Context: an optimization exercise on an open-source flow, tuned for small area, a short achievable clock period and few clock cycles per item. The choices shown serve that exercise and are no tape-out recipe.
Only simulation tests tie the RTL to the original design; equivalence was not proved.

$ cat flow/run.sh
#!/bin/bash
# synth_recipe.tcl (not shown) runs the flow's synth.tcl, then flattens the netlist and writes it again
# the make line also repeats each setting of config.mk as NAME=value (left out here)
make -C /OpenROAD-flow-scripts/flow DESIGN_CONFIG=/design/flow/config.mk WORK_HOME=/design/flow/orfs CLKGATE_MAP_FILE= SYNTH_SCRIPT=/design/flow/synth_recipe.tcl finish
$ cat flow/config.mk
export PLATFORM = sky130hd
export DESIGN_NAME = collision
export DESIGN_NICKNAME = collision
export VERILOG_FILES = /design/flow/design.v
export SDC_FILE = /design/flow/constraint.sdc
export NUM_CORES = 4
export LEC_CHECK = 0
export CAP_MARGIN = 20
export CORE_MARGIN = 2
export CORE_UTILIZATION = 40
export SETUP_SLACK_MARGIN = 5
export SLEW_MARGIN = 20
$ cat flow/constraint.sdc
create_clock -name core_clock -period 10.0 [get_ports {clk}]
set_input_delay 2.0000 -clock core_clock [delete_from_list [all_inputs] [get_ports {clk}]]
set_output_delay 2.0000 -clock core_clock [all_outputs]
set_load 0.01 [all_outputs]
$ cat flow/design.v
`timescale 1ns / 1ps
module collision(clk, rst, data_in_x, data_in_y, data_in_z, collision_detect, done_valid);
  input clk, rst;
  input signed [9:0] data_in_x, data_in_y, data_in_z;
  output reg collision_detect, done_valid;
  localparam [9:0] NEG = 10'h200;
  function lt10(input [9:0] a, input [9:0] b, input pr);
    reg [9:0] aa, bb;
    reg lt, eq, am, bm;
    integer t;
    begin
      aa = {~a[9], a[8:0]};
      bb = {~b[9], b[8:0]};
      lt = 1'b0; eq = 1'b1;
      for (t = 9; t >= 0; t = t - 1) begin
        lt = lt | (eq & ~aa[t] & bb[t]);
        eq = eq & ~(aa[t] ^ bb[t]);
      end
      am = pr & (a == 10'h200);
      bm = pr & (b == 10'h200);
      lt10 = ~am & (bm | lt);
    end
  endfunction
  function [9:0] sub10(input [9:0] a, input [9:0] b);
    reg [9:0] gg, pp, bb;
    integer t, d;
    begin
      bb = ~b;
      gg = a & bb; pp = a ^ bb;
      gg[0] = gg[0] | pp[0];
      for (d = 1; d < 10; d = d * 2)
        for (t = 9; t >= d; t = t - 1) begin
          gg[t] = gg[t] | (pp[t] & gg[t-d]);
          pp[t] = pp[t] & pp[t-d];
        end
      sub10 = (a ^ bb) ^ {gg[8:0], 1'b1};
    end
  endfunction
  function [11:0] add12(input [11:0] a, input [11:0] b);
    reg [11:0] gg, pp;
    integer t, d;
    begin
      gg = a & b; pp = a ^ b;
      for (d = 1; d < 12; d = d * 2)
        for (t = 11; t >= d; t = t - 1) begin
          gg[t] = gg[t] | (pp[t] & gg[t-d]);
          pp[t] = pp[t] & pp[t-d];
        end
      add12 = (a ^ b) ^ {gg[10:0], 1'b0};
    end
  endfunction
  function [18:0] add19(input [18:0] a, input [18:0] b);
    reg [18:0] gg, pp;
    integer t, d;
    begin
      gg = a & b; pp = a ^ b;
      for (d = 1; d < 19; d = d * 2)
        for (t = 18; t >= d; t = t - 1) begin
          gg[t] = gg[t] | (pp[t] & gg[t-d]);
          pp[t] = pp[t] & pp[t-d];
        end
      add19 = (a ^ b) ^ {gg[17:0], 1'b0};
    end
  endfunction
  function [37:0] csa(input [18:0] a, input [18:0] b, input [18:0] c);
    csa = {a ^ b ^ c, (a & b) | (a & c) | (b & c)};
  endfunction
  reg [29:0] r [0:8];
  reg [3:0] idx;
  reg loading;      
  reg stat_on;      
  integer i;
  always @(posedge clk) begin
    r[0] <= {data_in_z, data_in_y, data_in_x};
    for (i = 1; i < 9; i = i + 1) r[i] <= r[i-1];
  end
  always @(posedge clk) begin
    if (rst) begin
      idx <= 4'd15;
      loading <= 1'b1;
      stat_on <= 1'b0;
    end else begin
      idx <= idx + 4'd1;
      if (idx == 4'd14) loading <= 1'b0;
      stat_on <= loading;
    end
  end
  wire [29:0] r0 = r[0];
  wire [29:0] r8 = r[8];
  reg [9:0] amx [0:2], am2 [0:2], bmx [0:2], bm2 [0:2], smx [0:2], sm2 [0:2];
  reg [2:0] ahs, bhs, shs;
  wire sepx;                  
  reg sepy, sepz, sepyz;       
  genvar g;
  generate for (g = 0; g < 3; g = g + 1) begin : st
    wire [9:0] v = r0[10*g +: 10];
    wire [9:0] u = r8[10*g +: 10];
    wire vn = (v == NEG);
    wire un = (u == NEG);
    wire ne = (u != v);
    wire c_uv = lt10(u, v, 1'b0);
    wire c_mv = lt10(smx[g], v, 1'b0);
    wire c_mu = lt10(smx[g], u, 1'b0);
    wire c_vm = ~vn & lt10(v, sm2[g], 1'b1);
    wire c_um = ~un & lt10(u, sm2[g], 1'b1);
    always @(posedge clk) begin
      if (stat_on) begin
        if (idx == 4'd0) begin
          amx[g] <= v; am2[g] <= v; ahs[g] <= vn;
          smx[g] <= v; sm2[g] <= v; shs[g] <= vn;
        end else if (idx < 4'd8) begin
          if (lt10(amx[g], v, 1'b0)) amx[g] <= v;
          if (~vn & lt10(v, am2[g], 1'b1)) am2[g] <= v;
          if (vn) ahs[g] <= 1'b1;
        end
        if (idx == 4'd8) begin
          bmx[g] <= v; bm2[g] <= v; bhs[g] <= vn;
        end else if (idx > 4'd8) begin
          if (lt10(bmx[g], v, 1'b0)) bmx[g] <= v;
          if (~vn & lt10(v, bm2[g], 1'b1)) bm2[g] <= v;
          if (vn) bhs[g] <= 1'b1;
          if (ne) begin
            if (c_uv & c_mv) smx[g] <= v;
            else if (!c_uv & c_mu) smx[g] <= u;
            if (c_um & (~c_vm | c_uv)) sm2[g] <= u;
            else if (c_vm) sm2[g] <= v;
            if (un | vn) shs[g] <= 1'b1;
          end
        end
      end
    end
    wire [11:0] amn = ahs[g] ? 12'hE00 : {{2{am2[g][9]}}, am2[g]};
    wire [11:0] bmn = bhs[g] ? 12'hE00 : {{2{bm2[g][9]}}, bm2[g]};
    wire [11:0] smn = shs[g] ? 12'hE00 : {{2{sm2[g][9]}}, sm2[g]};
    wire [11:0] amx12 = {{2{amx[g][9]}}, amx[g]};
    wire [11:0] bmx12 = {{2{bmx[g][9]}}, bmx[g]};
    wire [11:0] smx12 = {{2{smx[g][9]}}, smx[g]};
    if (g == 0) begin : sx
      wire [11:0] q0 = amx12;
      wire [11:0] q1 = bmx12;
      wire [11:0] q2 = smn;
      wire [11:0] q3 = ~amn;
      wire [11:0] q4 = ~bmn;
      wire [11:0] q5 = ~smx12;
      wire [11:0] t0s = q0 ^ q1 ^ q2;
      wire [11:0] t0c = {((q0[10:0] & q1[10:0]) | (q0[10:0] & q2[10:0]) | (q1[10:0] & q2[10:0])), 1'b1};
      wire [11:0] t1s = q3 ^ q4 ^ q5;
      wire [11:0] t1c = {((q3[10:0] & q4[10:0]) | (q3[10:0] & q5[10:0]) | (q4[10:0] & q5[10:0])), 1'b1};
      wire [11:0] t2s = t0s ^ t0c ^ t1s;
      wire [11:0] t2c = {((t0s[10:0] & t0c[10:0]) | (t0s[10:0] & t1s[10:0]) | (t0c[10:0] & t1s[10:0])), 1'b1};
      wire [11:0] t3s = t2s ^ t2c ^ t1c;
      wire [11:0] t3c = {((t2s[10:0] & t2c[10:0]) | (t2s[10:0] & t1c[10:0]) | (t2c[10:0] & t1c[10:0])), 1'b0};
      wire [11:0] dsum = add12(t3s, t3c);
      assign sepx = dsum[11];
    end
  end endgenerate
  reg [29:0] ev [0:2], fv [0:2];
  reg [1:0] ph;
  wire [1:0] dk = idx[1:0];
  wire [29:0] rk = (dk == 2'd1) ? r[1] : (dk == 2'd2) ? r[2] : r[3];
  wire [29:0] dd;
  assign dd[9:0]   = sub10(r0[9:0],   rk[9:0]);
  assign dd[19:10] = sub10(r0[19:10], rk[19:10]);
  assign dd[29:20] = sub10(r0[29:20], rk[29:20]);
  wire ld_ef = stat_on && (idx[2] == 1'b0) && (dk != 2'd0);
  always @(posedge clk) begin
    ev[0] <= (ld_ef && !idx[3]) ? dd : ev[2];
    ev[1] <= ev[0];
    ev[2] <= ev[1];
    fv[0] <= (ld_ef && idx[3]) ? dd : fv[2];
    fv[1] <= fv[0];
    fv[2] <= fv[1];
    if (rst) ph <= 2'd1;
    else ph <= (ph == 2'd2) ? 2'd0 : ph + 2'd1;
  end
  reg [3:0] xcnt;             
  reg [8:0] need_y, need_z;   
  reg [2:0] fast_use;         
  reg [8:0] big;              
  reg [3:0] st_s;             
  reg [3:0] sn;               
  reg [1:0] sc;               
  function [3:0] low9(input [8:0] m);
    integer t;
    begin
      low9 = 4'd0;
      for (t = 8; t >= 0; t = t - 1) if (m[t]) low9 = t[3:0];
    end
  endfunction
  wire x_go = (xcnt != 4'd0 || (idx == 4'd9 && stat_on)) && xcnt < 4'd9;
  wire [3:0] ny = low9(need_y);
  wire [3:0] nz = low9(need_z);
  reg iss;
  reg [3:0] in_n;
  reg [1:0] in_c;
  always @(*) begin
    iss = 1'b0; in_n = xcnt; in_c = 2'd0;
    if (st_s == 4'd1) begin
      iss = 1'b1; in_n = sn; in_c = sc;
    end else if (st_s == 4'd0) begin
      if (x_go) begin
        iss = 1'b1; in_n = xcnt; in_c = 2'd0;
      end else if (need_y != 9'd0) begin
        iss = 1'b1; in_n = ny; in_c = 2'd1;
      end else if (need_z != 9'd0) begin
        iss = 1'b1; in_n = nz; in_c = 2'd2;
      end
    end
  end
  reg [2:0] sa, sb_, scm;     
  reg v0;
  reg [3:0] n0;
  reg [1:0] c0;
  reg [1:0] am3, bm3;         
  always @(*) begin
    case (in_n)
      4'd0, 4'd3, 4'd6: am3 = 2'd1;
      4'd1, 4'd4, 4'd7: am3 = 2'd2;
      default:          am3 = 2'd0;
    endcase
    case (in_n)
      4'd0, 4'd1, 4'd2: bm3 = 2'd1;
      4'd3, 4'd4, 4'd5: bm3 = 2'd2;
      default:          bm3 = 2'd0;
    endcase
  end
  function [2:0] pos3(input [1:0] p, input [1:0] off, input [1:0] m);
    reg [3:0] t;
    begin
      t = {2'd0, p} + {2'd0, off} + 4'd3 - {2'd0, m};
      t = (t >= 4'd6) ? t - 4'd6 : (t >= 4'd3) ? t - 4'd3 : t;
      pos3 = (t == 4'd0) ? 3'b001 : (t == 4'd1) ? 3'b010 : 3'b100;
    end
  endfunction
  always @(posedge clk) begin
    sa <= pos3(ph, 2'd1, am3);
    sb_ <= pos3(ph, 2'd2, bm3);
    scm <= (in_c == 2'd0) ? 3'b001 : (in_c == 2'd1) ? 3'b010 : 3'b100;
    n0 <= in_n; c0 <= in_c;
  end
  wire [29:0] e = ({30{sa[0]}} & ev[0]) | ({30{sa[1]}} & ev[1]) | ({30{sa[2]}} & ev[2]);
  wire [29:0] f = ({30{sb_[0]}} & fv[0]) | ({30{sb_[1]}} & fv[1]) | ({30{sb_[2]}} & fv[2]);
  wire [9:0] s1a = ({10{scm[0]}} & e[19:10]) | ({10{scm[1]}} & e[29:20]) | ({10{scm[2]}} & e[9:0]);
  wire [9:0] s1b = ({10{scm[0]}} & f[29:20]) | ({10{scm[1]}} & f[9:0])   | ({10{scm[2]}} & f[19:10]);
  wire [9:0] s2a = ({10{scm[0]}} & f[19:10]) | ({10{scm[1]}} & f[29:20]) | ({10{scm[2]}} & f[9:0]);
  wire [9:0] s2b = ({10{scm[0]}} & e[29:20]) | ({10{scm[1]}} & e[9:0])   | ({10{scm[2]}} & e[19:10]);
  reg [9:0] o1a, o2a;
  integer bi;
  wire [4:0] bl1 = {s1b[7], s1b[5], s1b[3], s1b[1], 1'b0};
  wire [4:0] bl2 = {s2b[7], s2b[5], s2b[3], s2b[1], 1'b0};
  reg [4:0] d1one, d1two, d1neg, d2one, d2two, d2neg;    
  reg [18:0] ks, kc;
  reg v1, v2;
  reg [3:0] n1, n2;
  reg [1:0] c1, c2;
  localparam [18:0] KB = 19'd350208;
  wire [18:0] B [0:10];
  wire [4:0] ng1, ng2;
  genvar gm, gi;
  generate
    for (gm = 0; gm < 5; gm = gm + 1) begin : bo
      wire one1 = d1one[gm], two1 = d1two[gm];
      wire one2 = d2one[gm], two2 = d2two[gm];
      assign ng1[gm] = d1neg[gm];
      assign ng2[gm] = d2neg[gm];
      wire [10:0] ae = {o1a[9], o1a};
      wire [10:0] ce = {o2a[9], o2a};
      wire [10:0] x1, x2;
      for (gi = 0; gi < 11; gi = gi + 1) begin : bb
        wire m1, m2;
        if (gi == 0) begin : b0
          assign m1 = one1 & ae[0];
          assign m2 = one2 & ce[0];
        end else begin : bn
          assign m1 = (one1 & ae[gi]) | (two1 & ae[gi-1]);
          assign m2 = (one2 & ce[gi]) | (two2 & ce[gi-1]);
        end
        if (gi == 10) begin : top
          assign x1[gi] = ~(m1 ^ ng1[gm]);
          assign x2[gi] = ~(m2 ^ ng2[gm]);
        end else begin : low
          assign x1[gi] = m1 ^ ng1[gm];
          assign x2[gi] = m2 ^ ng2[gm];
        end
      end
      wire [28:0] w1 = {18'd0, x1} << (2*gm);
      wire [28:0] w2 = {18'd0, x2} << (2*gm);
      if (gm == 0) begin : r0
        assign B[0] = w1[18:0];
        assign B[1] = w2[18:0];
      end else begin : rn
        wire [28:0] c1_ = {28'd0, ng1[gm-1]} << (2*gm-2);
        wire [28:0] c2_ = {28'd0, ng2[gm-1]} << (2*gm-2);
        assign B[2*gm] = w1[18:0] | c1_[18:0];
        assign B[2*gm+1] = w2[18:0] | c2_[18:0];
      end
    end
  endgenerate
  assign B[10] = KB | {9'd0, ng1[4] & ng2[4], ng1[4] ^ ng2[4], 8'd0};
  wire [18:0] L1 [0:7];
  wire [18:0] L2 [0:5];
  wire [18:0] L3 [0:3];
  wire [18:0] L4 [0:2];
  wire [18:0] L5 [0:1];
  generate
    for (gi = 0; gi < 3; gi = gi + 1) begin : c1l
      wire [37:0] x = csa(B[3*gi], B[3*gi+1], B[3*gi+2]);
      assign L1[2*gi] = x[37:19];
      assign L1[2*gi+1] = {x[17:0], 1'b0};
    end
    assign L1[6] = B[9];
    assign L1[7] = B[10];
    for (gi = 0; gi < 2; gi = gi + 1) begin : c2l
      wire [37:0] x = csa(L1[3*gi], L1[3*gi+1], L1[3*gi+2]);
      assign L2[2*gi] = x[37:19];
      assign L2[2*gi+1] = {x[17:0], 1'b0};
    end
    assign L2[4] = L1[6];
    assign L2[5] = L1[7];
    for (gi = 0; gi < 2; gi = gi + 1) begin : c3l
      wire [37:0] x = csa(L2[3*gi], L2[3*gi+1], L2[3*gi+2]);
      assign L3[2*gi] = x[37:19];
      assign L3[2*gi+1] = {x[17:0], 1'b0};
    end
    begin : c4l
      wire [37:0] x = csa(L3[0], L3[1], L3[2]);
      assign L4[0] = x[37:19];
      assign L4[1] = {x[17:0], 1'b0};
      assign L4[2] = L3[3];
    end
    begin : c5l
      wire [37:0] x = csa(L4[0], L4[1], L4[2]);
      assign L5[0] = x[37:19];
      assign L5[1] = {x[17:0], 1'b0};
    end
  endgenerate
  always @(posedge clk) begin
    o1a <= s1a; o2a <= s2a;
    for (bi = 0; bi < 5; bi = bi + 1) begin
      d1one[bi] <= s1b[2*bi] ^ bl1[bi];
      d1two[bi] <= (s1b[2*bi+1] & ~s1b[2*bi] & ~bl1[bi]) | (~s1b[2*bi+1] & s1b[2*bi] & bl1[bi]);
      d1neg[bi] <= s1b[2*bi+1];
      d2one[bi] <= s2b[2*bi] ^ bl2[bi];
      d2two[bi] <= (s2b[2*bi+1] & ~s2b[2*bi] & ~bl2[bi]) | (~s2b[2*bi+1] & s2b[2*bi] & bl2[bi]);
      d2neg[bi] <= ~s2b[2*bi+1];
    end
    n1 <= n0; c1 <= c0;
    ks <= L5[0];
    kc <= L5[1];
    n2 <= n1; c2 <= c1;
  end
  wire [18:0] k = add19(ks, kc);
  wire kz = (k == 19'd0);
  wire kfast = (k[18:16] == 3'b000) || (k[18:16] == 3'b111);
  reg statfin, statfin2, sepx_r, finished, sepany_r, cdone_r;
  wire sepany = (statfin2 && sepx_r && fast_use[0]) || (sepyz && ((sepy && fast_use[1]) || (sepz && fast_use[2])));
  wire cross_done = (xcnt == 4'd9) && need_y == 9'd0 && need_z == 9'd0 && !v0 && !v1 && !v2;
  reg kneg;                   
  function [9:0] sel3(input [1:0] c, input [29:0] a);
    sel3 = (c == 2'd0) ? a[9:0] : (c == 2'd1) ? a[19:10] : a[29:20];
  endfunction
  reg [2:0] yz;
  wire [1:0] cs = (st_s == 4'd0) ? ((yz < 3'd3) ? 2'd1 : 2'd2) : sc;
  wire kng = kneg & (st_s != 4'd0);
  wire [2:0] hsel = {shs[cs], bhs[cs], ahs[cs]};
  wire [9:0] xa = (kng & hsel[0]) ? NEG : sel3(cs, {amx[2], amx[1], amx[0]});
  wire [9:0] xb = (kng & hsel[1]) ? NEG : sel3(cs, {bmx[2], bmx[1], bmx[0]});
  wire [9:0] xc = (kng & hsel[2]) ? NEG : sel3(cs, {smx[2], smx[1], smx[0]});
  wire [9:0] na_ = (~kng & hsel[0]) ? NEG : sel3(cs, {am2[2], am2[1], am2[0]});
  wire [9:0] nb_ = (~kng & hsel[1]) ? NEG : sel3(cs, {bm2[2], bm2[1], bm2[0]});
  wire [9:0] nc_ = (~kng & hsel[2]) ? NEG : sel3(cs, {sm2[2], sm2[1], sm2[0]});
  wire [11:0] xa12 = {{2{xa[9]}}, xa};
  wire [11:0] xb12 = {{2{xb[9]}}, xb};
  wire [11:0] xc12 = {{2{xc[9]}}, xc};
  wire [11:0] na12 = {{2{na_[9]}}, na_};
  wire [11:0] nb12 = {{2{nb_[9]}}, nb_};
  wire [11:0] nc12 = {{2{nc_[9]}}, nc_};
  reg [18:0] sh;
  reg neg, seen, lt;
  reg [4:0] bc;
  reg [11:0] xr, yr;
  reg [12:0] acca, accb;
  wire sb = (bc < 5'd19) && (neg ? (sh[0] ^ seen) : sh[0]);
  wire [12:0] na = acca + (sb ? {1'b0, xr} : 13'd0);
  wire [12:0] nb = accb + (sb ? {1'b0, yr} : 13'd0);
  always @(posedge clk) begin
    v0 <= iss;
    v1 <= v0;
    v2 <= v1;
    sepany_r <= sepany;
    sepx_r <= sepx;
    cdone_r <= cross_done;
    if (rst) begin
      xcnt <= 4'd0; need_y <= 9'd0; need_z <= 9'd0; fast_use <= 3'd0; big <= 9'd0;
      v0 <= 1'b0; v1 <= 1'b0; v2 <= 1'b0; statfin <= 1'b0; statfin2 <= 1'b0; finished <= 1'b0;
      done_valid <= 1'b0; collision_detect <= 1'b0; st_s <= 4'd0;
      sepany_r <= 1'b0; cdone_r <= 1'b0; yz <= 3'd1; sepyz <= 1'b0;
    end else begin
      done_valid <= 1'b0;
      if (done_valid) finished <= 1'b1;
      if (ld_ef && dd[9:0] != 10'd0 && !(idx[3] && dk == 2'd1)) fast_use[0] <= 1'b1;
      if (st_s == 4'd0) begin
        if (x_go) xcnt <= xcnt + 4'd1;
        else if (need_y != 9'd0) need_y[ny] <= 1'b0;
        else if (need_z != 9'd0) need_z[nz] <= 1'b0;
      end
      if (v2 && st_s == 4'd0) begin
        if (kz) begin
          if (c2 == 2'd0) need_y[n2] <= 1'b1;
          else if (c2 == 2'd1) need_z[n2] <= 1'b1;
        end else if (kfast) fast_use[c2] <= 1'b1;
        else big[n2] <= 1'b1;
      end
      if (idx == 4'd15 && stat_on) statfin <= 1'b1;
      statfin2 <= statfin;
      case (st_s)
        4'd0: begin
          if (statfin && !sepyz) begin
            if (yz == 3'd1 || yz == 3'd3) begin
              xr <= xa12 - na12;
              yr <= xc12 - nc12;
              acca <= {1'b0, xb12 - nb12};
            end else begin
              xr <= xr + acca[11:0];
            end
            if (yz == 3'd3) sepy <= (xr < yr);
            if (yz == 3'd5) begin
              sepz <= (xr < yr);
              sepyz <= 1'b1;
            end
            yz <= yz + 3'd1;
          end
          collision_detect <= !sepany;
          if (!finished && !done_valid && (sepany || (sepyz && cross_done && big == 9'd0)))
            done_valid <= 1'b1;
          if (!finished && !done_valid && cdone_r && !sepany_r && big != 9'd0) begin
            st_s <= 4'd1; sn <= low9(big); sc <= 2'd0;
          end
        end
        4'd1: st_s <= 4'd2;                      
        4'd2: st_s <= 4'd3;                      
        4'd3: st_s <= 4'd4;                      
        4'd4: begin                              
          if (kz) begin
            sc <= sc + 2'd1; st_s <= 4'd1;
          end else begin
            sh <= k; neg <= k[18]; kneg <= (k == 19'h40000); st_s <= 4'd5;
          end
        end
        4'd5: begin                              
          xr <= xa12 - na12;
          yr <= xc12 - nc12;
          acca <= {1'b0, xb12 - nb12};
          st_s <= 4'd6;
        end
        4'd6: begin
          xr <= xr + acca[11:0];
          acca <= 13'd0; accb <= 13'd0; bc <= 5'd0; seen <= 1'b0; lt <= 1'b0;
          st_s <= 4'd7;
        end
        4'd7: begin                              
          acca <= na >> 1;
          accb <= nb >> 1;
          sh <= sh >> 1;
          seen <= seen | sh[0];
          if (na[0] != nb[0]) lt <= (bc == 5'd27) ? na[0] : nb[0];
          bc <= bc + 5'd1;
          if (bc == 5'd27) st_s <= 4'd8;
        end
        4'd8: begin
          if (lt) begin
            done_valid <= 1'b1; collision_detect <= 1'b0; st_s <= 4'd10;
          end else begin
            big[sn] <= 1'b0;
            st_s <= 4'd9;
          end
        end
        4'd9: begin
          if (big == 9'd0) begin
            done_valid <= 1'b1; collision_detect <= 1'b1; st_s <= 4'd10;
          end else begin
            st_s <= 4'd1; sn <= low9(big); sc <= 2'd0;
          end
        end
        default: ;
      endcase
    end
  end
endmodule
==> flow_summary_export.csv, run 1 <==
group,metric,value,unit
timing,fin_crit,4720,ps
timing,maxSlewHeadroom,29.3,%
outcome,status,"no timing/DRC/antenna violations",
layout,fillers,10900,
yosys,ys_async_sr_fraction,0,%
placed_design,place_ws,4060,ps
yosys,synth_edf_count,272,
min_path,min-delay-start,"n1[1]",
clock_tree,cts_buffer_depth,3,
drt,drt_first_pass_iters,6,
min_path,hold_path_depth,0,
clock_tree,cts.sinks,894,
die,io_pins,34,
layout,drive_above_1_share,7.17,%
clock_tree,clk_pin_slew,60,ps
clock_tree,cts_buffers,92,
die,die_x,342,µm
die,fp.dieH,342,µm
yosys,synth_area_leaders,"dfxtp_1, edfxtp_1, ha_1",
yosys,ys_ff_latch,894,
die,std_cell_rows,124,
layout,regArea,0.0206,mm²
min_path,min_to,"n2[1]",
clock_tree,cts_tree,"done",
yosys,yosys.area.top_type,"dfxtp_1",
worst_setup_path,r2r-start,"st_s[2]",
clock_tree,clkLatencyLatePin,670,ps
placed_design,port_buffers,33,
timing,worst_pin_slew,1060,ps
grt,use_met2,33.8,%
yosys,synth_compound_area_share,16.9,%
yosys,syn-cell-area,0.0458,mm²
grt,grt_pass1_vias,33500,
clock_tree,cts_max_level,3,
worst_setup_path,worstRegToRegCells,21,
yosys,ys_types,93,
die,die_area,0.117,mm²
yosys,synth_xor_area_share,4.53,%
timing,setup_violations,0,
drt,drt_iter0_markers,3692,
yosys,synth_cells,4657,
timing,finalCritPeriodShare,47.2,%
worst_setup_path,worst_r2r_endpoint,"acca[11]",
layout,n_antenna_cell,0,
grt,grt_busiest_layer,"met2",
grt,gr-usage-met3,3.18,%
timing,rsz0062_at_grt,"no",
placed_design,gp_congestion,0.914,
yosys,synthesis.nets,5053,
die,initial_core_util,40.2,%
yosys,synth-simple-area-share,13.2,%
drt,drtAntennaViolNets,0,
yosys,synth_top_family_by_area,"compound AO/OA/AOI/OAI gates",
drt,viasPerCell,5.58,
clock_tree,clock-root-buffer,"clkbuf_16",
flow_run,drv_cap,0,
timing,setup_ws,5280,ps
worst_setup_path,critPathMaxFanout,43,
grt,grt_pass1_wl,200,mm
grt,grt_max_degree,66,
grt,grt_antenna_before_repair,0,
drt,drc_errors,0,
min_path,worst_hold_path_type,"reg -> reg",
drt,finalWirelength,130,mm
yosys,yosys-mux-area-fraction,1.32,%
worst_setup_path,r2r_setup_slack,5280,ps
drt,wire_per_inst,20.9,µm
timing,fin_skew,38.6,ps
worst_setup_path,worstPathRequired,10500,ps
grt,grt_use_met1,30.5,%
yosys,yosysWarnings,10,
layout,syn_to_final_growth,11.4,%
die,core,0.114,mm²
timing,max_freq,212,MHz
worst_setup_path,cp-start-kind,"register",
yosys,seq_area_frac_synth,45.0,%
timing,fin_setup_tns,0,ps
grt,overflow,0,
worst_setup_path,cp.arrival,5230,ps
grt,grtUsageTotal,21.8,%
placed_design,dp_hpwl,94.2,mm
layout,multi_input_area,0.0231,mm²
timing,hold_viol,0,
layout,fin_nets,5017,
worst_setup_path,critical_path_class,"reg -> reg",
yosys,ys.flop_type,"dfxtp_1",
drt,vias,34600,
timing,report.final.slew_viol_count,0,
worst_setup_path,cp-end-kind,"register",
yosys,synth-adder-area-share,14.0,%
yosys,synth_top_cell_area_share,27.2,%
yosys,avgSynthCellArea,9.84,µm²
## worst max path at each step
| stage | start | endpoint | slack (ps) |
|---|---|---|---|
| floorplan | stat_on | sb_[1] | 5040 |
| global placement | st_s[1] | yr[9] | 4170 |
| detailed placement | st_s[1] | yr[9] | 4060 |
| CTS | idx[3] | sb_[1] | 5000 |
| global route | need_y[4] | sb_[1] | 5000 |
| finish | st_s[2] | acca[11] | 5280 |
## cells in the mapped netlist (78+ instances only)
library cell,number
nand2b_1,78
a22oi_1,197
nand2_1,542
a21oi_1,210
o21ai_0,223
nor2_1,252
dfxtp_1,622
inv_1,357
ha_1,233
nor2b_1,84
xor2_1,96
clkbuf_1,199
edfxtp_1,272
fa_1,131
xnor2_1,141
## layout by cell type, fill, tap and decap left out, types with 75 or more instances in the layout
cell         n
nor2_1     246
ha_1       231
nand2_1    540
edfxtp_1   272
a21oi_1    204
maj3_1      75
xor2_1      96
nand2b_1    76
fa_1       131
dfxtp_1    617
xnor2_1    141
inv_1      357
o21ai_0    220
a22oi_1    197
clkbuf_16   99
nor2b_1     82
## sequential cells by signal, indices dropped and copies added (netlist names), 9 cells and up
register,count
acca,12
accb,12
am2,30
amx,30
big,9
bm2,30
bmx,30
ev,90
fv,90
kc,15
ks,19
need_y,9
need_z,9
o1a,10
o2a,10
r,270
sh,19
sm2,30
smx,30
xr,12
yr,11
## cells by family after synthesis
family          Yosys count
buf+inv                 604
flops                   894
compound gates         1131
simple gates           1280
xor+xnor                237
fa+ha+maj               451
mux                      60
## routing by layer
layer  share of wire, %  up-vias
met5                  0        -
met4                4.0        0
met3                7.2      254
met2                 44     1313
met1                 45    16600
li1                   -    16500
## worst max-delay path: stages, from the launching register on
cell and delay, ps:
dfxtp_1 430, or2_2 390, nor3_4 260, nor2_1 140, nand2_1 130, buf_12 230, nor2_1 60, a21oi_1 240
and3_1 400, a21o_1 130, ha_1 150, inv_1 60, fa_1 460, a21o_1 180, a21oi_1 200, o21ai_0 100
a21oi_1 210, o21ai_0 100, a21oi_1 200, nand2b_1 140, a31oi_1 150, o211ai_1 200
## metrics by stage
step	hold WS [ps]	std cells	utilization (%)	instance area [µm²]
3_3_place_gp	310	6028	41.8	47600
5_1_grt	293	6209	44.8	51000
6_report	298	6209	44.8	51000
2_1_floorplan	310	4657	-	45800
3_5_place_dp	312	6028	41.8	47600
4_1_cts	287	6203	44.6	50800
## timing repair
item / 4_1_cts / 5_1_grt
setup endpoints to repair: 26 / 20
hold buffers: 0 / 0
pin swaps: 2 / 6
setup buffers: 4 / 6
gates cloned: 1 / 0
gates resized for setup: 15 / 35
## layout make-up
class                      instances  area share, %
multi-input combinational       3160           45.3
sequential                       894           40.4
clock buffer                     125           5.28
tap                             1512           3.71
inverter                         365           2.69
timing repair buffer             108           1.79
clock inverter                    45          0.792
Testbench counts, summed over its fixed seeds: cycles 4,254, items 192.
==> run 2, diff against run 1 <==
==> flow/flow/run.sh (new file) <==
#!/bin/bash
set -o pipefail
bash standard.sh SETUP_SLACK_MARGIN=6.4 finish > flow_make.log 2>&1
==> flow/standard.sh (new file) <==
#!/bin/bash
# synth_recipe.tcl (not shown) runs the flow's synth.tcl, then flattens the netlist and writes it again
# the make line also repeats each setting of config.mk as NAME=value (left out here)
make -C /OpenROAD-flow-scripts/flow DESIGN_CONFIG=/design/flow/config.mk WORK_HOME=/design/flow/orfs CLKGATE_MAP_FILE= SYNTH_SCRIPT=/design/flow/synth_recipe.tcl "${@:-finish}"
--- a/flow/config.mk
+++ b/flow/config.mk
@@ -8,5 +8,4 @@
 export CAP_MARGIN = 20
 export CORE_MARGIN = 2
 export CORE_UTILIZATION = 40
-export SETUP_SLACK_MARGIN = 5
 export SLEW_MARGIN = 20
removed: flow/run.sh
==> run 2 against run 1 <==
  * Global-route usage is 1.6 points higher
  * Synthesized area stayed put
  * Fmax is 14% higher
  * Worst setup slack better by 570 ps
  * First-iteration DRC count is 1.7% higher
  * Clock-buffer cell count is 13 higher
  * Register-to-register slack better by 570 ps
  * Non-clock buffer count is 208 higher
  * Final area is 8.1% higher
==> flow_summary_export.csv, run 2 <==
group,metric,value,unit
drt,wire_per_inst,22.2,µm
die,die_area,0.117,mm²
drt,viasPerCell,5.66,
layout,fin_cells,6428,
grt,grt_antenna_before_repair,7,
die,core,0.114,mm²
drt,drt_iter0_markers,3754,
yosys,yosysWarnings,10,
clock_tree,cts_buffer_depth,3,
yosys,synth_edf_count,272,
yosys,syn-cell-area,0.0458,mm²
grt,grt_max_degree,65,
yosys,seq_area_frac_synth,45.0,%
timing,max_freq,241,MHz
worst_setup_path,cp-start-kind,"register",
yosys,ys_async_sr_fraction,0,%
clock_tree,cts.sinks,894,
placed_design,port_buffers,33,
grt,grtUsageTotal,23.4,%
clock_tree,cts_tree,"done",
timing,hold_ws,309,ps
timing,fin_skew,39.6,ps
yosys,avgSynthCellArea,9.84,µm²
placed_design,gp_congestion,0.945,
worst_setup_path,cp-startpoint,"shs[0]",
timing,finalCritPeriodShare,41.6,%
clock_tree,clk_pin_slew,60,ps
yosys,yosys.area.top_type,"dfxtp_1",
layout,largest_reg_flops,270,
worst_setup_path,r2r-start,"shs[0]",
worst_setup_path,critPathMaxFanout,5,
drt,drc_errors,0,
worst_setup_path,cp-end-kind,"register",
layout,syn_to_final_growth,20.5,%
placed_design,placed_area,0.0478,mm²
yosys,ys.flop_type,"dfxtp_1",
layout,drive_above_1_share,18.0,%
die,std_cell_rows,124,
timing,maxSlewHeadroom,24.1,%
yosys,ys_types,93,
drt,drtAntennaViolNets,0,
timing,hold_viol,0,
outcome,status,"no timing/DRC/antenna violations",
clock_tree,postCtsHoldBufs,0,
grt,overflow,0,
yosys,synth_cells,4657,
yosys,synth_top_cell_area_share,27.2,%
drt,vias,36400,
placed_design,dp_hpwl,98.2,mm
min_path,worst_hold_path_type,"reg -> reg",
clock_tree,clock-root-buffer,"clkbuf_16",
layout,largest-register,"r",
die,die_x,342,µm
clock_tree,cts_buffers,96,
timing,setup_ws,5840,ps
yosys,synthesis.nets,5053,
grt,grt_pass1_wl,211,mm
layout,final_common_cell,"dfxtp_1",
worst_setup_path,cp.arrival,4720,ps
timing,rsz0062_at_grt,"yes",
yosys,ys_top_cells_by_count,"dfxtp_1, nand2_1, inv_1",
yosys,synth_area_leaders,"dfxtp_1, edfxtp_1, ha_1",
layout,fin_area,0.0552,mm²
timing,worst_pin_slew,1140,ps
die,initial_core_util,40.2,%
yosys,synth_most_common_cell,"dfxtp_1",
worst_setup_path,worstPathRequired,10570,ps
layout,fin_nets,5231,
timing,fin_crit,4160,ps
clock_tree,clkLatencyLatePin,690,ps
clock_tree,cts_max_level,3,
timing,setup_violations,0,
timing,fin_setup_tns,0,ps
placed_design,place_ws,5000,ps
grt,grt_pass1_vias,34200,
die,io_pins,34,
flow_run,drv_cap,0,
drt,finalWirelength,143,mm
placed_design,dp_cells,6021,
min_path,min-delay-start,"r[6][26]",
worst_setup_path,critical_path_class,"reg -> reg",
timing,report.final.slew_viol_count,0,
drt,drt_first_pass_iters,8,
layout,reg.largest.list,"r x270, ev x90, fv x90",
yosys,ys_ff_latch,894,
die,fp.dieH,342,µm
layout,mostFrequentLayoutCells,"dfxtp_1, nand2_1, inv_1",
## run 2: cell counts after synthesis
Identical to the previous run, type by type.
## run 2: final cells by class
class	instances	area, µm²
antenna	1	2.50
clock buffer	138	2870
clock inverter	40	398
fill	10500	58700
inverter	365	1410
multi-input combinational	3162	24800
sequential	894	20800
tap	1512	1890
timing repair buffer	316	2980
## run 2: worst max-delay path: stages, from the launching register on
cell and delay (ps):
edfxtp_1 550, nor2_1 290, fa_1 490, fa_1 510, fa_1 420, ha_1 280
nor2b_1 130, o21a_1 160, o21a_1 180, o21a_1 170, o21a_1 170, o21a_1 170
o211ai_1 180, nand2_1 70, a311o_1 260
## run 2: metal layers
metal / routed length (µm) / track usage (%) / up-vias
li1: - / - / 16900
met1: 62600 / 33.3 / 17500
met2: 61700 / 35.0 / 1654
met3: 12900 / 4.67 / 308
met4: 5300 / 8.67 / 2
met5: 12 / 0 / -
## run 2: worst paths after layout
check	to	depth (start not counted)	slack (ps)
max	sepx_r	14	5840
min	r[7][26]	0	310
max reg2reg	sepx_r	14	5840
min reg2reg	r[7][26]	0	310
## run 2: timing repair
item,4_1_cts,5_1_grt
endpoints found under the hold margin,0,0
gates resized for setup,287,268
cloned,7,3
setup endpoints to repair,248,187
buffers inserted,145,73
pin swaps,119,162
## run 2: logic make-up after synthesis
kind of cell             share of synthesized area (%)
AND/OR/NAND/NOR                                   13.2
XOR/XNOR                                          4.53
buffers and inverters                             5.00
multiplexers                                      1.32
adder cells (fa/ha/maj)                           14.0
flip-flops                                        45.0
AO/OA/AOI/OAI                                     16.9
## run 2: through the flow
| step | utilization (%) |
|---|---|
| final | 48.5 |
| after global routing | 48.4 |
| after CTS | 46.9 |
| after detailed placement | 42.0 |
| after global placement | 42.0 |
| after floorplan | - |
==> run 3, diff against run 2 <==
==> flow/flow/run.sh (replaced) <==
#!/bin/bash
set -o pipefail
bash standard.sh SETUP_SLACK_MARGIN=6 finish > flow_make.log 2>&1
==> run 3 against run 2 <==
  * Still clean on timing, DRC and antenna
  * Cell count decreased by 1.5%
  * Non-clock buffer count down 84
  * Critical endpoint unchanged
  * Largest cell class unchanged
==> flow_summary_export.csv, run 3 <==
group,metric,value,unit
die,fp.dieH,342,µm
timing,fin_skew,27.3,ps
yosys,avgSynthCellArea,9.84,µm²
worst_setup_path,worstPathRequired,10560,ps
die,std_cell_rows,124,
die,io_pins,34,
clock_tree,cts_max_level,3,
yosys,synthesis.nets,5053,
yosys,synth_edf_count,272,
min_path,worst_hold_path_type,"reg -> reg",
timing,rsz0062_at_grt,"yes",
drt,drc_errors,0,
die,core,0.114,mm²
die,initial_core_util,40.2,%
layout,final_common_cell,"dfxtp_1",
placed_design,port_buffers,33,
layout,largest-register,"r",
layout,multi_input_area,0.0239,mm²
yosys,yosysWarnings,10,
clock_tree,clkLatencyLatePin,680,ps
worst_setup_path,critical_path_class,"reg -> reg",
yosys,synth_area_leaders,"dfxtp_1, edfxtp_1, ha_1",
outcome,status,"no timing/DRC/antenna violations",
clock_tree,cts_buffer_depth,3,
clock_tree,cts.sinks,894,
placed_design,dp_cells,6029,
yosys,seq_area_frac_synth,45.0,%
yosys,ys_top_cells_by_count,"dfxtp_1, nand2_1, inv_1",
grt,grt_antenna_before_repair,1,
clock_tree,cts_buffers,92,
grt,grt_pass1_vias,33500,
layout,fin_nets,5140,
layout,fillers,10700,
die,die_area,0.117,mm²
flow_run,drv_cap,0,
worst_setup_path,cp-end-kind,"register",
yosys,ys_ff_latch,894,
timing,hold_viol,0,
yosys,ys_types,93,
clock_tree,clock-root-buffer,"clkbuf_16",
worst_setup_path,cp.arrival,4590,ps
grt,grt_pass1_wl,202,mm
layout,mostFrequentLayoutCells,"dfxtp_1, nand2_1, inv_1",
clock_tree,cts_tree,"done",
layout,largest_reg_flops,270,
yosys,yosys.area.top_type,"dfxtp_1",
timing,finalCritPeriodShare,40.3,%
timing,max_freq,248,MHz
yosys,synth_top_cell_area_share,27.2,%
drt,vias,35300,
yosys,synth_most_common_cell,"dfxtp_1",
die,die_x,342,µm
drt,wire_per_inst,21.0,µm
drt,drt_first_pass_iters,6,
timing,report.final.slew_viol_count,0,
yosys,ys_async_sr_fraction,0,%
placed_design,gp_congestion,0.925,
layout,syn_to_final_growth,16.1,%
timing,worst_pin_slew,1160,ps
grt,grtUsageTotal,22.2,%
yosys,ys.flop_type,"dfxtp_1",
layout,drive_above_1_share,12.5,%
layout,reg.largest.list,"r x270, ev x90, fv x90",
grt,grt_max_degree,65,
grt,overflow,0,
timing,maxSlewHeadroom,22.7,%
worst_setup_path,critPathMaxFanout,5,
drt,finalWirelength,133,mm
yosys,syn-cell-area,0.0458,mm²
worst_setup_path,cp-start-kind,"register",
drt,drtAntennaViolNets,0,
timing,setup_violations,0,
timing,fin_crit,4030,ps
yosys,synth_cells,4657,
layout,regArea,0.0207,mm²
drt,viasPerCell,5.57,
drt,drt_iter0_markers,3838,
placed_design,dp_hpwl,95.4,mm
clock_tree,clk_pin_slew,60,ps
layout,fin_cells,6333,
timing,fin_setup_tns,0,ps
[run 3: changes by cell type in the layout (fill, tap and decap cells not counted), moves of 13 or more]
cell	delta
a21oi_2	-13
o21ai_2	-15
dfxtp_4	-39
buf_4	-31
dfxtp_1	+50
o21ai_0	+16
a22oi_1	+26
a22oi_2	-26
fa_2	-14
fa_1	+14
buf_6	-44
a21oi_1	+15
[run 3: final cells by class]
cell class | instances | share of cell area [%]
Inverter | 365 | 2.62
Timing Repair Buffer | 232 | 4.02
Clock buffer | 124 | 4.92
Tap cell | 1512 | 3.56
Clock inverter | 46 | 1.01
Sequential cell | 894 | 38.8
Antenna cell | 1 | 0.00471
Multi-Input combinational cell | 3159 | 45.0
[run 3: cells by family (layout without fill, tap and decap cells)]
kind of cell	after synthesis	in the layout	synth area share, %
buf+inv	604	767	5.00
other cells	0	1	0
mux	60	60	1.32
simple gates	1280	1280	13.2
fa+ha+maj	451	451	14.0
xor+xnor	237	237	4.53
compound gates	1131	1131	16.9
flops	894	894	45.0
[run 3: timing repair]
item                       4_1_cts  5_1_grt
hold buffers                     0        0
cloned                           6        2
gates resized for setup        152      119
pin swaps                       61       97
setup endpoints to repair      147      108
buffers inserted                67       57
[run 3: metrics by stage]
step | setup slack [ps] | hold slack [ps] | util [%] | area, µm²
3_3_place_gp | 4680 | 310 | 42.0 | 47800
2_1_floorplan | 5740 | 310 | - | 46000
6_report | 5970 | 313 | 46.7 | 53200
3_5_place_dp | 4620 | 312 | 42.0 | 47800
4_1_cts | 5870 | 319 | 45.9 | 52200
5_1_grt | 5820 | 322 | 46.7 | 53200
[run 3: metal layers]
layer  wire (µm)  track usage, %
met2       58000            33.8
met3        9660            3.17
met1       60700            31.8
met4        4800            8.42
met5           0               0
[run 3: final timing paths]
kind	endpoint	start	cells after the start	slack [ps]
worst max-delay path	sepx_r	bhs[0]	16	5970
worst min-delay path	r[7][16]	r[6][16]	0	310
worst max register to register	sepx_r	bhs[0]	16	5970
worst min register to register	r[7][16]	r[6][16]	0	310
[run 3: worst max-delay path: stages, from the launching register on]
cell	delay (ps)
edfxtp_1	510
nand2b_4	200
fa_1	500
fa_1	510
inv_1	60
fa_2	380
inv_2	50
ha_1	210
nor2b_1	120
o21a_1	170
o21a_1	170
o21a_1	160
o21a_1	170
o21a_1	180
o211ai_1	190
nand2_1	80
a311o_1	250
==> run 4, diff against run 3 <==
--- a/flow/config.mk
+++ b/flow/config.mk
@@ -8,4 +8,6 @@
 export CAP_MARGIN = 20
 export CORE_MARGIN = 2
 export CORE_UTILIZATION = 40
+export CTS_CLUSTER_DIAMETER = 100
+export CTS_CLUSTER_SIZE = 30
 export SLEW_MARGIN = 20
==> run 4 against run 3 <==
  * Clock skew is 22 ps higher
  * Critical path depth increased by 3
  * Global-route usage is 0.19 points lower
  * Utilization fell by 1.7 points
  * Register-to-register slack worse by 20 ps
  * Final area down 3.5%
  * Synthesized cell count unchanged
  * Die area unchanged
  * Flip-flop and latch count is the same
  * Still clean
==> flow_summary_export.csv, run 4 <==
group,metric,value,unit
timing,report.final.slew_viol_count,0,
layout,largest_reg_flops,270,
timing,finalCritPeriodShare,40.6,%
outcome,status,"no timing/DRC/antenna violations",
yosys,synth_most_common_cell,"dfxtp_1",
die,initial_core_util,40.2,%
clock_tree,clk_pin_slew,120,ps
drt,wire_per_inst,21.2,µm
timing,fin_setup_tns,0,ps
timing,worst_pin_slew,1180,ps
yosys,ys_async_sr_fraction,0,%
yosys,yosysWarnings,10,
clock_tree,cts_max_level,2,
clock_tree,cts_buffers,40,
yosys,avgSynthCellArea,9.84,µm²
yosys,synth_edf_count,272,
worst_setup_path,r2r-start,"need_z[5]",
drt,drtAntennaViolNets,0,
drt,met1_length,61.4,mm
placed_design,port_buffers,33,
worst_setup_path,worstRegToRegCells,19,
grt,grt_antenna_before_repair,1,
worst_setup_path,crit_end,"sa[0]",
layout,drive_above_1_share,10.8,%
placed_design,dp_hpwl,95.4,mm
die,io_pins,34,
worst_setup_path,worst_r2r_endpoint,"sa[0]",
clock_tree,cts_tree,"done",
yosys,yosys.area.top_type,"dfxtp_1",
drt,drt_first_pass_iters,8,
yosys,ys_ff_latch,894,
drt,vias,34900,
timing,fin_skew,49.8,ps
grt,overflow,0,
clock_tree,clock-root-buffer,"clkbuf_16",
flow_run,drv_cap,0,
yosys,syn-cell-area,0.0458,mm²
drt,viasPerCell,5.60,
layout,fin_nets,5084,
clock_tree,postCtsHoldBufs,0,
layout,syn_to_final_growth,12.0,%
drt,dr_wl_met2,57.4,mm
worst_setup_path,r2r_setup_slack,5940,ps
die,std_cell_rows,124,
timing,setup_ws,5940,ps
worst_setup_path,cp-startpoint,"need_z[5]",
drt,drt_iter0_markers,3769,
timing,fin_crit,4060,ps
timing,hold_viol,0,
yosys,ys_top_cells_by_count,"dfxtp_1, nand2_1, inv_1",
timing,max_freq,247,MHz
min_path,worst_hold_path_type,"reg -> reg",
drt,finalWirelength,132,mm
grt,grtUsageTotal,22.0,%
die,core,0.114,mm²
layout,mostFrequentLayoutCells,"dfxtp_1, nand2_1, inv_1",
grt,grt_pass1_wl,201,mm
placed_design,place_ws,4620,ps
worst_setup_path,critical_path_class,"reg -> reg",
yosys,ys_types,93,
grt,grt_pass1_vias,33000,
drt,wl_met3,8.42,mm
die,fp.dieH,342,µm
worst_setup_path,cp-start-kind,"register",
clock_tree,clkLatencyLatePin,660,ps
layout,largest-register,"r",
drt,top_layer_used,"met4",
die,die_area,0.117,mm²
worst_setup_path,cp.arrival,4570,ps
drt,drc_errors,0,
grt,grt_max_degree,65,
min_path,hold_path_depth,0,
layout,final_common_cell,"dfxtp_1",
worst_setup_path,worstPathRequired,10510,ps
worst_setup_path,cp-end-kind,"register",
layout,n_antenna_cell,0,
yosys,ys.flop_type,"dfxtp_1",
placed_design,gp_congestion,0.925,
clock_tree,cts.sinks,894,
timing,maxSlewHeadroom,21.2,%
die,die_x,342,µm
worst_setup_path,critPathMaxFanout,5,
yosys,seq_area_frac_synth,45.0,%
timing,setup_violations,0,
yosys,synth_cells,4657,
yosys,synthesis.nets,5053,
yosys,synth_area_leaders,"dfxtp_1, edfxtp_1, ha_1",
layout,reg.largest.list,"r x270, ev x90, fv x90",
yosys,synth_top_cell_area_share,27.2,%
clock_tree,cts_buffer_depth,3,
timing,rsz0062_at_grt,"yes",
run 4: cell count changes in the layout (fill, tap and decap cells not counted), moves of 4 or more:
cell and delta:
inv_4 -4, inv_1 +4, clkbuf_8 -13, clkinv_8 +5, clkinv_2 -19, clkbuf_16 -54
dfxtp_1 -9, clkbuf_1 -8, bufinv_16 -7, dfxtp_2 +8
run 4: kinds of logic (layout without fill, tap and decap cells):
family | count (synthesis) | count (layout) | synth area share, %
AO/OA/AOI/OAI | 1131 | 1131 | 16.9
XOR/XNOR | 237 | 237 | 4.53
adder cells (fa/ha/maj) | 451 | 451 | 14.0
buffers and inverters | 604 | 660 | 5.00
flip-flops | 894 | 894 | 45.0
multiplexers | 60 | 60 | 1.32
AND/OR/NAND/NOR | 1280 | 1280 | 13.2
run 4: cell type report:
| type | count | area (µm²) |
|---|---|---|
| flip-flops and latches | 894 | 20700 |
| inverters | 365 | 1390 |
| clock inverters | 17 | 264 |
| clock buffers | 50 | 1080 |
| multi-input cells | 3159 | 23900 |
| well taps | 1512 | 1890 |
| fillers | 10900 | 62600 |
| repair buffers | 228 | 2060 |
run 4: timing repair:
item / 4_1_cts / 5_1_grt
pin swaps: 46 / 75
cloned: 6 / 1
gates resized for setup: 138 / 131
setup buffers: 81 / 41
setup endpoints to repair: 149 / 121
run 4: worst min path at each step:
| stage | startpoint | endpoint |
|---|---|---|
| global route | n1[2] | n2[2] |
| detailed placement | c1[1] | c2[1] |
| global placement | r[6][9] | r[7][9] |
| floorplan | c0[0] | c1[0] |
| finish | n1[2] | n2[2] |
| CTS | n1[2] | n2[2] |
run 4: critical path, stage by stage (launching register included):
cell and delay, ps:
dfxtp_2 350, or4_4 570, nor3b_4 260, buf_4 150, buf_6 100, o31ai_4 70, a22oi_2 160, a21oi_2 90
buf_4 180, xnor2_4 120, a22o_1 240, ha_2 180, fa_2 570, inv_4 70, ha_4 150, and3_4 170
o21ai_2 150, o311ai_2 130, o311ai_2 130, nor2_1 90
run 4: metal layers:
| metal | GRT usage [%] | up-vias |
|---|---|---|
| li1 | - | 16500 |
| met3 | 2.52 | 235 |
| met2 | 33.6 | 1290 |
| met4 | 7.74 | 0 |
| met1 | 32.1 | 16900 |
| met5 | 0 | - |
run 4: stage by stage:
stage / hold slack [ps] / util [%] / cell area [µm²] / instances
final: 310 / 45.0 / 51300 / 6225
after global routing: 315 / 45.0 / 51300 / 6225
after CTS: 313 / 44.3 / 50500 / 6183
after detailed placement: 312 / 42.0 / 47800 / 6029
after global placement: 310 / 42.0 / 47800 / 6028
after floorplan: 310 / - / 46000 / 4657
==> run 5, diff against run 4 <==
--- a/flow/design.v
+++ b/flow/design.v
@@ -21,21 +21,6 @@
       lt10 = ~am & (bm | lt);
     end
   endfunction
-  function [9:0] sub10(input [9:0] a, input [9:0] b);
-    reg [9:0] gg, pp, bb;
-    integer t, d;
-    begin
-      bb = ~b;
-      gg = a & bb; pp = a ^ bb;
-      gg[0] = gg[0] | pp[0];
-      for (d = 1; d < 10; d = d * 2)
-        for (t = 9; t >= d; t = t - 1) begin
-          gg[t] = gg[t] | (pp[t] & gg[t-d]);
-          pp[t] = pp[t] & pp[t-d];
-        end
-      sub10 = (a ^ bb) ^ {gg[8:0], 1'b1};
-    end
-  endfunction
   function [11:0] add12(input [11:0] a, input [11:0] b);
     reg [11:0] gg, pp;
     integer t, d;
@@ -158,10 +143,10 @@
   reg [1:0] ph;
   wire [1:0] dk = idx[1:0];
   wire [29:0] rk = (dk == 2'd1) ? r[1] : (dk == 2'd2) ? r[2] : r[3];
-  wire [29:0] dd;
-  assign dd[9:0]   = sub10(r0[9:0],   rk[9:0]);
-  assign dd[19:10] = sub10(r0[19:10], rk[19:10]);
-  assign dd[29:20] = sub10(r0[29:20], rk[29:20]);
+  wire [29:0] dd;    
+  assign dd[9:0] = r0[9:0] - rk[9:0];
+  assign dd[19:10] = r0[19:10] - rk[19:10];
+  assign dd[29:20] = r0[29:20] - rk[29:20];
   wire ld_ef = stat_on && (idx[2] == 1'b0) && (dk != 2'd0);
   always @(posedge clk) begin
     ev[0] <= (ld_ef && !idx[3]) ? dd : ev[2];
==> flow/flow/run.sh (replaced) <==
#!/bin/bash
set -o pipefail
bash standard.sh SETUP_SLACK_MARGIN=6.2 finish > flow_make.log 2>&1
--- a/flow/config.mk
+++ b/flow/config.mk
@@ -7,7 +7,7 @@
 export LEC_CHECK = 0
 export CAP_MARGIN = 20
 export CORE_MARGIN = 2
-export CORE_UTILIZATION = 40
-export CTS_CLUSTER_DIAMETER = 100
-export CTS_CLUSTER_SIZE = 30
+export CORE_UTILIZATION = 50
+export CTS_CLUSTER_DIAMETER = 80
+export CTS_CLUSTER_SIZE = 22
 export SLEW_MARGIN = 20
==> run 5 against run 4 <==
  * Still clean on timing, DRC and antenna
  * Cell count shrank 6.2%
  * Routed wire length is essentially flat
  * Clock-buffer cell count grew 19
  * Via count shrank 1.7%
  * Critical path depth shrank 2
  * Global-route usage grew 6.0 points
  * Critical endpoint is now sa[1]
==> flow_summary_export.csv, run 5 <==
group,metric,value,unit
drt,drc_errors,0,
worst_setup_path,worstPathRequired,10580,ps
yosys,synthesis.nets,4956,
worst_setup_path,cp-start-kind,"register",
timing,report.final.slew_viol_count,0,
drt,finalWirelength,132,mm
clock_tree,cts_tree,"done",
timing,fin_setup_tns,0,ps
drt,drt_first_pass_iters,8,
grt,grt_pass1_wl,202,mm
layout,largest-register,"r",
yosys,synth_xor_area_share,4.45,%
placed_design,port_buffers,33,
yosys,avgSynthCellArea,9.97,µm²
worst_setup_path,critical_path_class,"reg -> reg",
clock_tree,clock-root-buffer,"clkbuf_16",
yosys,synth_cells,4560,
timing,fin_skew,48.5,ps
layout,fillers,7898,
die,core,0.0900,mm²
clock_tree,cts_buffer_depth,3,
timing,fin_crit,4150,ps
layout,fin_area,0.0513,mm²
yosys,yosys.area.top_type,"dfxtp_1",
die,std_cell_rows,110,
yosys,ys_top_cells_by_count,"dfxtp_1, nand2_1, inv_1",
yosys,ys_async_sr_fraction,0,%
die,die_area,0.0934,mm²
yosys,synth_edf_count,272,
timing,rsz0062_at_grt,"yes",
die,io_pins,34,
die,die_x,306,µm
yosys,ys.flop_type,"dfxtp_1",
placed_design,dp_cells,5602,
layout,final_common_cell,"dfxtp_1",
yosys,syn-cell-area,0.0455,mm²
clock_tree,clk_pin_slew,90,ps
die,initial_core_util,50.5,%
placed_design,gp_congestion,0.922,
yosys,synth_top_cell_area_share,27.4,%
layout,mostFrequentLayoutCells,"dfxtp_1, nand2_1, inv_1",
yosys,yosysWarnings,10,
yosys,seq_area_frac_synth,45.3,%
drt,viasPerCell,5.87,
clock_tree,cts_buffers,53,
timing,hold_ws,322,ps
yosys,synth-adder-area-share,14.4,%
grt,grt_antenna_before_repair,2,
layout,drive_above_1_share,12.0,%
drt,drtAntennaViolNets,0,
timing,setup_violations,0,
yosys,synth-simple-area-share,12.8,%
drt,wire_per_inst,22.6,µm
yosys,synth_compound_area_share,16.2,%
worst_setup_path,cp.arrival,4730,ps
worst_setup_path,cp-startpoint,"need_y[6]",
drt,vias,34300,
grt,grt_pass1_vias,33200,
timing,worst_pin_slew,1020,ps
worst_setup_path,critPathMaxFanout,5,
yosys,ys_types,81,
worst_setup_path,cp-end-kind,"register",
clock_tree,cts_max_level,2,
grt,grt_max_degree,70,
clock_tree,clkLatencyLatePin,690,ps
timing,finalCritPeriodShare,41.5,%
yosys,synth_area_leaders,"dfxtp_1, edfxtp_1, ha_1",
layout,fin_cells,5842,
layout,reg.largest.list,"r x270, ev x90, fv x90",
yosys,ys_ff_latch,894,
drt,drt_iter0_markers,3143,
placed_design,placed_area,0.0471,mm²
yosys,yosys-mux-area-fraction,1.78,%
die,fp.dieH,306,µm
timing,hold_viol,0,
layout,largest_reg_flops,270,
flow_run,drv_cap,0,
worst_setup_path,r2r-start,"need_y[6]",
placed_design,dp_hpwl,93.8,mm
layout,syn_to_final_growth,12.8,%
yosys,synth_most_common_cell,"dfxtp_1",
clock_tree,cts.sinks,894,
min_path,worst_hold_path_type,"reg -> reg",
layout,fin_nets,5026,
timing,max_freq,241,MHz
timing,maxSlewHeadroom,31.3,%
yosys,synth_top_family_by_area,"compound AO/OA/AOI/OAI gates",
min_path,min-delay-start,"r[7][19]",
grt,grtUsageTotal,28.0,%
outcome,status,"no timing/DRC/antenna violations",
grt,overflow,0,
-- run 5: cell count changes after synthesis, sizes merged, moves of 11 or more --
cell,change
nand2,-86
o31ai,-31
nand3,-28
nor3,+27
a221o,+23
nand3b,+18
mux2i,+16
a221oi,-15
a22oi,-14
inv,+14
nor2,-14
o211ai,+12
maj3,+11
-- run 5: layout make-up --
| class | count | area [µm²] | share of cell area (%) |
|---|---|---|---|
| clock inverters | 20 | 250 | 0.488 |
| multi-input cells | 3053 | 23600 | 46.0 |
| inverters | 382 | 1440 | 2.80 |
| flip-flops and latches | 894 | 20700 | 40.4 |
| diodes | 2 | 5.00 | 0.00976 |
| repair buffers | 246 | 2400 | 4.68 |
| well taps | 1176 | 1470 | 2.87 |
| clock buffers | 69 | 1410 | 2.74 |
-- run 5: stage by stage --
step	worst slack (ps)	util (%)
after CTS	5960	56.2
after floorplan	5960	-
final	5850	57.0
after detailed placement	4480	52.3
after global placement	4690	52.3
after global routing	5720	57.0
-- run 5: cell families after synthesis --
| kind of cell | after synthesis |
|---|---|
| compound gates | 1070 |
| fa+ha+maj | 462 |
| buf+inv | 615 |
| flops | 894 |
| mux | 80 |
| simple gates | 1208 |
| xor+xnor | 231 |
-- run 5: worst paths after layout --
check	endpoint	slack, ps	cells after the start
max	sa[1]	5850	17
min reg2reg	r[8][19]	320	0
max reg2reg	sa[1]	5850	17
min	r[8][19]	320	0
-- run 5: layer usage --
layer | global-route usage (%) | vias up | share of wire, %
li1 | - | 16300 | -
met1 | 38.4 | 16600 | 45
met2 | 45.7 | 1177 | 46
met3 | 2.97 | 255 | 5.6
met4 | 10.4 | 0 | 3.9
met5 | 0 | - | 0
-- run 5: worst max-delay path: stages, from the launching register on --
cell	delay [ps]
dfxtp_2	330
or4_4	560
or3_4	450
a211oi_4	250
o21ai_2	130
a31oi_4	250
buf_6	160
xnor2_4	60
a22o_1	260
ha_2	180
fa_1	520
inv_2	80
ha_4	270
nor3b_4	190
a21oi_2	40
o21ai_1	170
o21ai_2	90
nor2_1	100
-- run 5: what timing repair did --
action,4_1_cts,5_1_grt
buffers inserted,109,26
gates resized for setup,189,135
hold buffers,0,0
pin swaps,75,67
setup endpoints to repair,203,147
gates cloned,13,0
Testbench counts of run 5, summed over its fixed seeds: cycles 4,254, items 192.
==> run 6, diff against run 5 <==
==> flow/flow/run.sh (replaced) <==
#!/bin/bash
set -o pipefail
bash standard.sh SETUP_SLACK_MARGIN=5.8 finish > flow_make.log 2>&1
--- a/flow/config.mk
+++ b/flow/config.mk
@@ -7,7 +7,7 @@
 export LEC_CHECK = 0
 export CAP_MARGIN = 20
 export CORE_MARGIN = 2
-export CORE_UTILIZATION = 50
+export CORE_UTILIZATION = 40
 export CTS_CLUSTER_DIAMETER = 80
 export CTS_CLUSTER_SIZE = 22
 export SLEW_MARGIN = 20
==> run 6 against run 5 <==
  * Still clean
  * Via count is 0.67% lower
  * Non-clock buffer count down 33
  * Cell count up 4.9%
  * Flip-flop and latch count stayed put
  * Register-to-register slack got worse by 20 ps
  * Critical path depth decreased by 3
  * Critical endpoint is now sepx_r
==> flow_summary_export.csv, run 6 <==
group,metric,value,unit
outcome,status,"no timing/DRC/antenna violations",
grt,grtUsageTotal,21.5,%
worst_setup_path,cp-start-kind,"register",
drt,drtAntennaViolNets,0,
die,std_cell_rows,123,
layout,fillers,10600,
min_path,worst_hold_path_type,"reg -> reg",
layout,drive_above_1_share,9.81,%
drt,finalWirelength,128,mm
clock_tree,postCtsHoldBufs,0,
placed_design,gp_congestion,0.941,
yosys,ys_types,81,
die,initial_core_util,40.4,%
clock_tree,clk_pin_slew,100,ps
yosys,seq_area_frac_synth,45.3,%
layout,multi_input_area,0.0233,mm²
drt,viasPerCell,5.56,
layout,regArea,0.0206,mm²
timing,max_freq,239,MHz
clock_tree,clkLatencyLatePin,660,ps
worst_setup_path,critical_path_class,"reg -> reg",
placed_design,placed_area,0.0474,mm²
layout,fin_area,0.0510,mm²
timing,hold_viol,0,
clock_tree,cts_tree,"done",
yosys,ys.flop_type,"dfxtp_1",
drt,vias,34100,
worst_setup_path,cp-end-kind,"register",
worst_setup_path,r2r_setup_slack,5820,ps
timing,fin_crit,4180,ps
yosys,synth-adder-area-share,14.4,%
worst_setup_path,r2r-start,"sm2[0][5]",
timing,setup_violations,0,
timing,report.final.slew_viol_count,0,
min_path,hold_path_depth,0,
yosys,synth_edf_count,272,
worst_setup_path,critPathMaxFanout,5,
timing,worst_pin_slew,1010,ps
layout,mostFrequentLayoutCells,"dfxtp_1, nand2_1, inv_1",
yosys,synth_compound_area_share,16.2,%
yosys,ys_ff_latch,894,
clock_tree,clock-root-buffer,"clkbuf_16",
die,die_area,0.116,mm²
worst_setup_path,worstRegToRegCells,14,
yosys,synth_area_leaders,"dfxtp_1, edfxtp_1, ha_1",
drt,drc_errors,0,
grt,grt_antenna_before_repair,2,
yosys,yosysWarnings,10,
timing,finalCritPeriodShare,41.8,%
grt,grt_max_degree,61,
clock_tree,cts_max_level,2,
die,core,0.113,mm²
layout,final_common_cell,"dfxtp_1",
worst_setup_path,worst_r2r_endpoint,"sepx_r",
timing,fin_setup_tns,0,ps
layout,largest_reg_flops,270,
layout,fin_cells,6127,
placed_design,port_buffers,33,
yosys,synth_cells,4560,
placed_design,dp_hpwl,91.4,mm
yosys,synthesis.nets,4956,
clock_tree,cts_buffer_depth,3,
drt,drt_first_pass_iters,6,
die,io_pins,34,
yosys,ys_async_sr_fraction,0,%
layout,syn_to_final_growth,12.1,%
clock_tree,cts_buffers,54,
layout,largest-register,"r",
min_path,min-delay-start,"r[7][11]",
[run 6: layout make-up]
cell class	instances	area share, %
clock buffers	65	2.81
clock inverters	20	0.488
inverters	382	2.82
multi-input cells	3053	45.8
flip-flops and latches	894	40.5
well taps	1500	3.68
repair buffers	213	3.93
[run 6: layer usage]
| layer | vias up | wire (µm) | track usage, % |
|---|---|---|---|
| met3 | 267 | 8780 | 2.68 |
| met4 | 0 | 5830 | 8.87 |
| met1 | 16400 | 57200 | 30.3 |
| met5 | - | 0 | 0 |
| met2 | 1246 | 56200 | 33.4 |
| li1 | 16200 | - | - |
[run 6: kinds of logic (layout without fill, tap and decap cells)]
family	Yosys count	count (layout)
compound gates	1070	1070
xor+xnor	231	231
mux	80	80
simple gates	1208	1210
fa+ha+maj	462	462
buf+inv	615	680
flops	894	894
[run 6: worst max-delay path by stage]
stage               startpoint  cells past startpoint  endpoint  slack, ps
floorplan              st_s[0]                     22  acca[11]       5730
global placement       st_s[0]                     20  acca[11]       4150
detailed placement     st_s[0]                     20  acca[11]       3970
CTS                    st_s[3]                     21  acca[11]       5710
global route           st_s[2]                     21    yr[10]       5620
finish               sm2[0][5]                     14    sepx_r       5820
[run 6: critical path: stages (launching register included)]
cell and delay, ps:
edfxtp_1 540, inv_1 160, nor2_1 340, fa_1 520
fa_1 550, inv_1 60, fa_1 520, inv_1 40
ha_1 270, o21a_1 100, o21a_1 170, o21a_1 170
o211ai_1 180, nand2_1 70, a311o_1 340
[run 6: timing repair]
item / in CTS / in global routing
setup buffers: 49 / 61
endpoints found under the setup margin: 86 / 94
cloned: 6 / 1
pin swaps: 17 / 71
gates resized for setup: 91 / 131
hold endpoints to repair: 0 / 0
[run 6: metrics by stage]
stage                     hold WS [ps]  utilization (%)  setup slack, ps
after detailed placement           312             42.1             3970
after global placement             310             42.0             4150
after CTS                          319             44.3             5710
after floorplan                    310                -             5730
final                              318             45.3             5820
after global routing               317             45.3             5620

re-timing with driven ports:
How much do the figures lean on ideal ports? The routed layouts below were timed once more, with nothing changed but the port constraints. Step 1 (the two cells are an assumption about what drives the block):
set clk [get_ports {clk}]
set_driving_cell -lib_cell sky130_fd_sc_hd__clkbuf_16 $clk
set_driving_cell -lib_cell sky130_fd_sc_hd__buf_2 [delete_from_list [all_inputs] $clk]
Step 2 times the ports against the registers' clock, not the clock port: input delays grow and output delays shrink by t, the midpoint of the rising clock arrivals with the driver on. Slacks: ideal ports / drivers / drivers and shift; pairs: ideal ports / drivers.
| run | t (ns) | setup slack, ns | worst setup path after step 2 |
|---|---|---|---|
| run 1 | 0.718 | 5.275 / 5.275 / 5.275 | register to register |
| run 2 | 0.741 | 5.842 / 5.842 / 5.842 | register to register |
| run 3 | 0.734 | 5.969 / 5.969 / 5.969 | register to register |
| run 4 | 0.713 | 5.944 / 5.944 / 5.944 | register to register |
| run 5 | 0.725 | 5.847 / 5.847 / 5.847 | register to register |
| run 6 | 0.717 | 5.822 / 5.822 / 5.822 | register to register |
After both steps setup and hold are still met in every run listed.
